Context: an optimization exercise on an open-source flow, tuned for small area, a short achievable clock period and few clock cycles per item. The choices shown serve that exercise and are no tape-out recipe.
Function was checked by simulation only, so behaviour that the tests miss may differ from the original.
Power figures rest on the tool's default switching activity, not on a simulated workload.

## FGHI
module FGHI(
    input clk,
    input reset_n,
    input go,
    input [31 : 0] M_0,
    input [31 : 0] M_1,
    input [31 : 0] M_2,
    input [31 : 0] M_3,
    input [31 : 0] M_4,
    input [31 : 0] M_5,
    input [31 : 0] M_6,
    input [31 : 0] M_7,
    input [31 : 0] M_8,
    input [31 : 0] M_9,
    input [31 : 0] M_10,
    input [31 : 0] M_11,
    input [31 : 0] M_12,
    input [31 : 0] M_13,
    input [31 : 0] M_14,
    input [31 : 0] M_15,
    output reg valid,
    output reg [31 : 0] Oword_0,
    output reg [31 : 0] Oword_1,
    output reg [31 : 0] Oword_2,
    output reg [31 : 0] Oword_3
    );
Size in the first run: about 6,500 cells after synthesis, about 640 I/O pins.
Settings: LEC_CHECK=0, ABC_AREA=1, CAP_MARGIN=20, CORE_MARGIN=2, CORE_UTILIZATION=55, PLACE_DENSITY=0.75, SLEW_MARGIN=20; clock period 10.0 ns.
standard.sh (not shown) runs the stock make flow with config.mk's settings and CLKGATE_MAP_FILE= SYNTH_SCRIPT=/design/flow/synth_recipe.tcl, a recipe that flattens the netlist after the stock synthesis.
==> flow/flow/run.sh <==
#!/bin/bash
# Own layout flow: the standard ORFS flow, with these changes:
#  - synthesis leaves adders to ABC (no full/half-adder cell extraction, ADDER_MAP_FILE empty);
#    registers and everything else in synthesis are as in the standard synthesis;
#  - the port buffers are the smallest buffer (buf_1) instead of ORFS's default pick;
#  - clock tree synthesis uses clkbuf_8, sink clusters of 14 and no dummy loads;
#  - timing repair aims at a 4.0 ns period (setup slack margin 6.0 ns at the 10 ns clock).
# The make run's full output goes to flow_make.log in the work folder.
set -euo pipefail
bash standard.sh \
  "ADDER_MAP_FILE=" \
  "BUFFER_PORTS_ARGS=-buffer_cell sky130_fd_sc_hd__buf_1" \
  "CTS_ARGS=-sink_clustering_enable -repair_clock_nets -dont_use_dummy_load -sink_clustering_size 14 -sink_clustering_max_diameter 60 -buf_list sky130_fd_sc_hd__clkbuf_8" \
  "SETUP_SLACK_MARGIN=6.0" \
  finish > flow_make.log 2>&1
Testbench counts at the start, summed over its fixed seeds: cycles 8,448, items 128.
Then changed:
--- a/flow/design.v
+++ b/flow/design.v
@@ -56,26 +56,25 @@
     bk_add = p ^ {gg[30 : 0], 1'b0};
   end
 endfunction
 wire         acc     = !busy && go;
 wire         last    = j[6];
 wire         busy_nx = acc || (busy && !last);
-wire [6 : 0] j_nx    = busy ? j + 7'd1 : 7'd0;
-wire [5 : 0] n_nx    = busy ? n + 6'd1 : 6'd1;
-wire [5 : 0] kn      = busy ? n : 6'd0;   
+wire [6 : 0] j_nx    = acc ? 7'd0 : j + 7'd1;
+wire [5 : 0] n_nx    = (busy && !last) ? n + 6'd1 : (acc ? 6'd1 : 6'd0);
 reg [31 : 0] Kn;
 reg [31 : 0] Xg;
 reg [7 : 0]  xs_nx;
 reg [31 : 0] f;
 reg [31 : 0] t;
 reg [31 : 0] r;
 reg [31 : 0] r1;
 reg [3 : 0]  rl_nx;
 reg [3 : 0]  rc_nx;
 always @(*) begin
-  case (kn)
+  case (n)
     6'd0 : Kn = 32'hd76aa478;
     6'd1 : Kn = 32'he8c7b756;
     6'd2 : Kn = 32'h242070db;
     6'd3 : Kn = 32'hc1bdceee;
     6'd4 : Kn = 32'hf57c0faf;
     6'd5 : Kn = 32'h4787c62a;
@@ -265,13 +264,13 @@
   rl   <= rl_nx;
   rc   <= (reset_n && busy_nx) ? rc_nx : 4'd0;
   P    <= Pn;
   b    <= nb;
   c    <= c_nx;
   d    <= d_nx;
-  if (!busy)
+  if (acc)
     X <= ~{M_6, M_3, M_9, M_8, M_2, M_15, M_13, M_12, M_14, M_11, M_1, M_0, M_10, M_7, M_5, M_4};
   else
     X <= ~{X[31 : 0], X[511 : 32]};
   if (!reset_n) begin
     busy    <= 1'b0;
     valid   <= 1'b0;
@@ -280,13 +279,13 @@
     Oword_0 <= 32'h67452301;
     Oword_1 <= 32'hefcdab89;
     Oword_2 <= 32'h98badcfe;
     Oword_3 <= 32'h10325476;
   end else begin
     busy <= busy_nx;
-    n    <= n_nx;   
+    n    <= n_nx;
     finq <= busy && !last && (j[5 : 0] >= 6'd60);
     if (acc)
       valid <= 1'b0;
     else if (busy && last)
       valid <= 1'b1;
     if (finq) begin
After rerunning: Sequential power grows slightly; via count fell by a little under a tenth; final area drops by a few percent; fmax came out higher by a few percent; non-clock buffer count went down by 82.
Testbench counts after the change, summed over its fixed seeds: cycles 8,448, items 128.

==> re-timing with driven ports <==
The flow's constraints put no driver on any port. The routed layouts listed below were extracted and timed again, unchanged, in two steps.
Step 1 assumes that a clkbuf_16 drives the clock port and a buf_2 every other input.
Step 2 moves the port delays by t, midway between the first and last clock arrival at a register: inputs arrive t later, outputs are due t later. That takes back most of the time a late clock gives input paths.
Slacks: ideal / step 1 / step 2; pairs: ideal / step 1.
run | shift t [ns] | setup slack, ns | latest minus earliest clock arrival (ns)
the first run | 0.794 | 6.005 / 6.005 / 5.889 | 0.152 / 0.151
the second run | 0.783 | 6.089 / 6.089 / 5.460 | 0.180 / 0.179
After both steps every run listed still meets setup and hold. For the second run, which loses most, drivers alone change the setup slack by 0.000 ns; drivers and shift together by -0.629 ns.
